Context: an optimization exercise on an open-source flow, tuned for small area and a short achievable clock period. The choices shown serve that exercise and are no tape-out recipe.
In this exercise RTL edits were held to simulation tests only and were not proved equivalent to the original.

== run A ==
==> flow/design.v (excerpt) <==
module fir_pipe_1(
    input clk,
    input reset_p,
    input [15:0]x,
    output [15:0]y
    );
    reg [15:0] d [1:19];
    integer i;
    always @(posedge clk or posedge reset_p) begin
        if (reset_p) begin
            for (i = 1; i <= 19; i = i + 1) d[i] <= 16'd0;
        end else begin
            d[1] <= x;
            for (i = 2; i <= 19; i = i + 1) d[i] <= d[i-1];
        end
    end
    reg [16:0] p0;
    reg [16:0] p1;
    reg [16:0] p2;
    reg [16:0] p3;
    reg [16:0] p4;
    always @(posedge clk or posedge reset_p) begin
        if (reset_p) begin
            p0 <= 17'd0;
            p1 <= 17'd0;
            p2 <= 17'd0;
            p3 <= 17'd0;
            p4 <= 17'd0;
        end else begin
            p0 <= {d[9][15], d[9]} + {d[19][15], d[19]};
            p1 <= {d[10][15], d[10]} + {d[18][15], d[18]};
            p2 <= {d[11][15], d[11]} + {d[17][15], d[17]};
            p3 <= {d[12][15], d[12]} + {d[16][15], d[16]};
            p4 <= {d[13][15], d[13]} + {d[15][15], d[15]};
        end
    end
    wire fs1, fc2;
    assign fs1 = p0[6] ^ p1[7];
    assign fc2 = p0[6] & p1[7];
    wire fs3, fc4;
    fa3 ufs3 (.a(p1[8]), .b(p1[3]), .c(p2[10]), .s(fs3), .co(fc4));
    wire fs5, fc6;
    fa3 ufs5 (.a(p2[7]), .b(p2[5]), .c(p4[9]), .s(fs5), .co(fc6));
    wire fs7, fc8;
    fa3 ufs7 (.a(p0[8]), .b(p1[9]), .c(p1[4]), .s(fs7), .co(fc8));
    wire fs9, fc10;
    fa3 ufs9 (.a(p2[11]), .b(p2[8]), .c(p2[6]), .s(fs9), .co(fc10));
    wire fs11, fc12;
    fa3 ufs11 (.a(p0[9]), .b(p1[10]), .c(p1[5]), .s(fs11), .co(fc12));
    wire fs13, fc14;
    fa3 ufs13 (.a(p2[12]), .b(p2[9]), .c(p2[7]), .s(fs13), .co(fc14));
    wire fs15, fc16;
    fa3 ufs15 (.a(p3[0]), .b(p4[11]), .c(p4[8]), .s(fs15), .co(fc16));
    wire fs17, fc18;
    assign fs17 = p4[5] ^ d[15][9];
    assign fc18 = p4[5] & d[15][9];
    wire fs19, fc20;
    fa3 ufs19 (.a(p1[11]), .b(p1[6]), .c(p2[13]), .s(fs19), .co(fc20));
    wire fs21, fc22;
    fa3 ufs21 (.a(p2[10]), .b(p2[8]), .c(p3[1]), .s(fs21), .co(fc22));
    wire fs23, fc24;
  ...
Size: roughly 520 flip-flops, about 34 I/O pins.
clock: 10.0 ns
lec_check: 0
cap_margin: 20
core_margin: 2
core_utilization: 40
slew_margin: 20
synth_hierarchical: 1
standard.sh (not shown) runs the stock make flow with config.mk's settings and CLKGATE_MAP_FILE= SYNTH_SCRIPT=/design/flow/synth_recipe.tcl, a recipe that flattens the netlist after the stock synthesis.
==> flow/flow/run.sh <==
#!/bin/bash
# Standard layout flow, with the timing repair steps asked to leave a setup
# margin below the clock period (the constraints themselves are unchanged).
set -euo pipefail
bash standard.sh SETUP_SLACK_MARGIN=${FLOW_MARGIN:-7.2} finish > standard.log 2>&1
The following lists how run B was set up differently from run A:
==> flow/run.sh (new file) <==
#!/bin/bash
# synth_recipe.tcl (not shown) runs the flow's synth.tcl, then flattens the netlist and writes it again
# the make line also repeats each setting of config.mk as NAME=value (left out here)
make -C /OpenROAD-flow-scripts/flow DESIGN_CONFIG=/design/flow/config.mk WORK_HOME=/design/flow/orfs CLKGATE_MAP_FILE= SYNTH_SCRIPT=/design/flow/synth_recipe.tcl finish
removed: flow/flow/run.sh
removed: flow/standard.sh
Results
Number of clock buffer instances in the layout: lower on run A
Between run A and run B, the flow reports first-pass GRT wire length decreasing by a few percent.
Re clock period minus worst slack: run A was lower than run B.
Per the comparison of run B with run A, area after synthesis has remained practically unchanged.
Summary of run B over run A: adder and majority gate portion of the synthesized area neither gained nor lost much; layout overhead on the synthesized area lost 7.9 points; cell area lost 2100 µm²; share of the clock period used by the worst path after layout picked up an extra 5.3 points.
Run B closes out successfully: all stages finished, all timing, DRC and antenna checks passed.
When run B is measured against run A, its placement-stage worst setup slack turns out 0.11 ns higher.
### run B -> run C
Settings: CORE_UTILIZATION now 60, was 40.
==> flow/flow/run.sh (new file) <==
#!/bin/bash
# Standard layout flow, with the timing repair steps asked to leave a setup
# margin below the clock period (the constraints themselves are unchanged).
set -euo pipefail
bash standard.sh SETUP_SLACK_MARGIN=${FLOW_MARGIN:-6.9} finish > standard.log 2>&1
==> flow/standard.sh (new file) <==
#!/bin/bash
# synth_recipe.tcl (not shown) runs the flow's synth.tcl, then flattens the netlist and writes it again
# the make line also repeats each setting of config.mk as NAME=value (left out here)
make -C /OpenROAD-flow-scripts/flow DESIGN_CONFIG=/design/flow/config.mk WORK_HOME=/design/flow/orfs CLKGATE_MAP_FILE= SYNTH_SCRIPT=/design/flow/synth_recipe.tcl "${@:-finish}"
removed: flow/run.sh
==> run notes <==
- Run B and run C all finish clean.
- | total number of placement rows | higher: run B |
- The higher first-pass detailed-route iteration total of run B and run C is in run B.
- From run C to run B, buffer depth of the longest clock path did not move at all.
- Taking run B as the reference, in run C area after detailed placement decreased by about 1.3% relative to the old numbers; first-pass GRT wire length increased by 1.8% relative to the old numbers.
#### Input delta (run D over run C)
Settings: changing CORE_UTILIZATION from 60 to 40.
## What came out
- On register area, run C and run D are basically level.
- Against run C, run D comes in 0.0097 ns higher on least setup slack across all paths after layout.
- Inverter count of the layout excluding clock inverters sits higher in run D than in run C.
- Run D completed every stage of the flow, and the final layout passed the timing, design-rule and antenna checks.

Another version of the RTL of fir_pipe_1 (not shown whole).
Size in the first run: ~1600 cells after synthesis, ~520 flip-flops, roughly 34 I/O pins.
Settings: LEC_CHECK=0, CAP_MARGIN=20, CORE_MARGIN=2, CORE_UTILIZATION=40, CTS_BUF_LIST=sky130_fd_sc_hd__clkbuf_8 sky130_fd_sc_hd__clkbuf_16, CTS_CLUSTER_DIAMETER=100, CTS_CLUSTER_SIZE=30, SLEW_MARGIN=20, SYNTH_HIERARCHICAL=1; clock period 10.0 ns.
==> flow/flow/run.sh <==
#!/bin/bash
# Standard layout flow, with the timing repair steps asked to leave a setup
# margin below the clock period (the constraints themselves are unchanged).
set -euo pipefail
bash standard.sh SETUP_SLACK_MARGIN=${FLOW_MARGIN:-7.1} finish > standard.log 2>&1
==> next run, changes <==
--- a/flow/flow/run.sh
+++ b/flow/flow/run.sh
@@ -5 +5 @@
-bash standard.sh SETUP_SLACK_MARGIN=${FLOW_MARGIN:-7.1} finish > standard.log 2>&1
+bash standard.sh SETUP_SLACK_MARGIN=${FLOW_MARGIN:-6.9} finish > standard.log 2>&1
--- a/flow/config.mk
+++ b/flow/config.mk
@@ -10,4 +10,5 @@
-export CORE_UTILIZATION = 40
-export CTS_BUF_LIST = sky130_fd_sc_hd__clkbuf_8 sky130_fd_sc_hd__clkbuf_16
-export CTS_CLUSTER_DIAMETER = 100
-export CTS_CLUSTER_SIZE = 30
+export CORE_UTILIZATION = 60
+export CTS_BUF_LIST = sky130_fd_sc_hd__clkbuf_16
+export CTS_CLUSTER_DIAMETER = 70
+export CTS_CLUSTER_SIZE = 25
+export GPL_ROUTABILITY_DRIVEN = 0
=> Wire length is lower by 7.9%; via count stays flat; fmax is lower by 0.34%; utilization is higher by 22 points; final cell count is lower by 9.6%; count of clock-buffer cells in the layout is higher by 11; sequential cell count stays the same; sequential share of layout area is higher by 0.35 points; worst setup slack degrades by 0.011 ns.
==> next run, changes <==
--- a/flow/config.mk
+++ b/flow/config.mk
@@ -10 +10 @@
-export CORE_UTILIZATION = 60
+export CORE_UTILIZATION = 40
@@ -12 +12 @@
-export CTS_CLUSTER_DIAMETER = 70
+export CTS_CLUSTER_DIAMETER = 80
@@ -14 +13,0 @@
-export GPL_ROUTABILITY_DRIVEN = 0
After rerunning:
- The changed run finished clean
- via count barely changes
- worst setup slack gets better by 0.036 ns
- area after synthesis does not change
- wire length increases by roughly a tenth
- non-clock buffer count is lower by 7
- critical path depth stays the same
- final cell count goes up by roughly a tenth
- final area increases slightly
- die area rises by well over a third
==> next run, changes <==
==> flow/run.sh (new file) <==
#!/bin/bash
# synth_recipe.tcl (not shown) runs the flow's synth.tcl, then flattens the netlist and writes it again
# the make line also repeats each setting of config.mk as NAME=value (left out here)
make -C /OpenROAD-flow-scripts/flow DESIGN_CONFIG=/design/flow/config.mk WORK_HOME=/design/flow/orfs CLKGATE_MAP_FILE= SYNTH_SCRIPT=/design/flow/synth_recipe.tcl finish
--- a/flow/config.mk
+++ b/flow/config.mk
@@ -11,3 +11,4 @@
-export CTS_BUF_LIST = sky130_fd_sc_hd__clkbuf_16
-export CTS_CLUSTER_DIAMETER = 80
-export CTS_CLUSTER_SIZE = 25
+export CTS_BUF_LIST = sky130_fd_sc_hd__clkbuf_8 sky130_fd_sc_hd__clkbuf_16
+export CTS_CLUSTER_DIAMETER = 100
+export CTS_CLUSTER_SIZE = 30
+export SETUP_SLACK_MARGIN = 5
removed: flow/flow/run.sh
removed: flow/standard.sh
The changed run passed the timing, design-rule and antenna checks.
Synthesized cell count is unchanged.
Area after synthesis is unchanged.
Clock-buffer cell count falls by 7.
Routed wire length fell by 3.2%.
Worst hold slack gets better by 0.0063 ns.
Final area decreases by 4.2%.
==> next run, changes <==
==> flow/flow/run.sh (new file) <==
#!/bin/bash
# Standard layout flow, with the timing repair steps asked to leave a setup
# margin below the clock period (the constraints themselves are unchanged).
set -euo pipefail
bash standard.sh SETUP_SLACK_MARGIN=${FLOW_MARGIN:-6.9} finish > standard.log 2>&1
==> flow/standard.sh (new file) <==
#!/bin/bash
# synth_recipe.tcl (not shown) runs the flow's synth.tcl, then flattens the netlist and writes it again
# the make line also repeats each setting of config.mk as NAME=value (left out here)
make -C /OpenROAD-flow-scripts/flow DESIGN_CONFIG=/design/flow/config.mk WORK_HOME=/design/flow/orfs CLKGATE_MAP_FILE= SYNTH_SCRIPT=/design/flow/synth_recipe.tcl "${@:-finish}"
--- a/flow/config.mk
+++ b/flow/config.mk
@@ -10,5 +10,5 @@
-export CORE_UTILIZATION = 40
-export CTS_BUF_LIST = sky130_fd_sc_hd__clkbuf_8 sky130_fd_sc_hd__clkbuf_16
-export CTS_CLUSTER_DIAMETER = 100
-export CTS_CLUSTER_SIZE = 30
-export SETUP_SLACK_MARGIN = 5
+export CORE_UTILIZATION = 50
+export CTS_BUF_LIST = sky130_fd_sc_hd__clkbuf_16
+export CTS_CLUSTER_DIAMETER = 80
+export CTS_CLUSTER_SIZE = 25
+export GPL_ROUTABILITY_DRIVEN = 0
removed: flow/run.sh
=> Cell area rises by 1.9%; count of clock-buffer cells in the layout increases by 3; utilization is higher by 12 points; wire length goes down by 6.0%.
==> next run, changes <==
--- a/flow/config.mk
+++ b/flow/config.mk
@@ -10,5 +10,2 @@
-export CORE_UTILIZATION = 50
-export CTS_BUF_LIST = sky130_fd_sc_hd__clkbuf_16
-export CTS_CLUSTER_DIAMETER = 80
-export CTS_CLUSTER_SIZE = 25
-export GPL_ROUTABILITY_DRIVEN = 0
+export CORE_UTILIZATION = 40
+export CTS_BUF_LIST = sky130_fd_sc_hd__clkbuf_8
Final cell count increases by about 12%; via count increases by 3.8%; flip-flop and latch count stays the same; cell area increases by 6.4%; synthesized cell count stays the same; wire length increases by about 12%; clock skew increases by 0.031 ns; setup slack gets worse by 0.035 ns; synthesized area does not change; register-to-register slack gets worse by 0.02 ns; non-clock buffer count increases by 8.

## separate check: timing with driven ports
In the flow no input, the clock included, has a driving cell. The finished layouts below were timed again as built, in two steps. Step 1, drivers: a clkbuf_16 drives clk and a buf_2 each remaining input, both assumed. Step 2 adds t to the input delays and takes it off the output delays; t is the mean of the earliest and latest rising clock arrival at the registers after step 1. Input paths then give back, and output paths get back, about the clock's delay inside the block. Slacks: ideal / step 1 / step 2; pairs: ideal / step 1.
run	t, ns	setup slack, ns	pins driven straight from the clock port
run A	0.669	6.622 / 6.622 / 6.622	1
run B	0.660	6.090 / 6.090 / 5.897	1
run C	0.647	6.664 / 6.664 / 6.411	1
run D	0.661	6.674 / 6.674 / 6.595	1
the first run of note 2	0.619	6.848 / 6.848 / 6.848	1
the second run of note 2	0.601	6.837 / 6.837 / 6.837	1
the third run of note 2	0.657	6.873 / 6.848 / 6.873	1
the fourth run of note 2	0.635	6.487 / 6.425 / 6.552	1
the fifth run of note 2	0.619	6.879 / 6.879 / 6.879	1
the sixth run of note 2	0.726	6.845 / 6.788 / 6.855	1
After both steps every run listed still meets setup and hold. For run C, which loses most, drivers alone change the setup slack by 0.000 ns; drivers and shift together by -0.253 ns. Setup slack includes reset recovery checks.
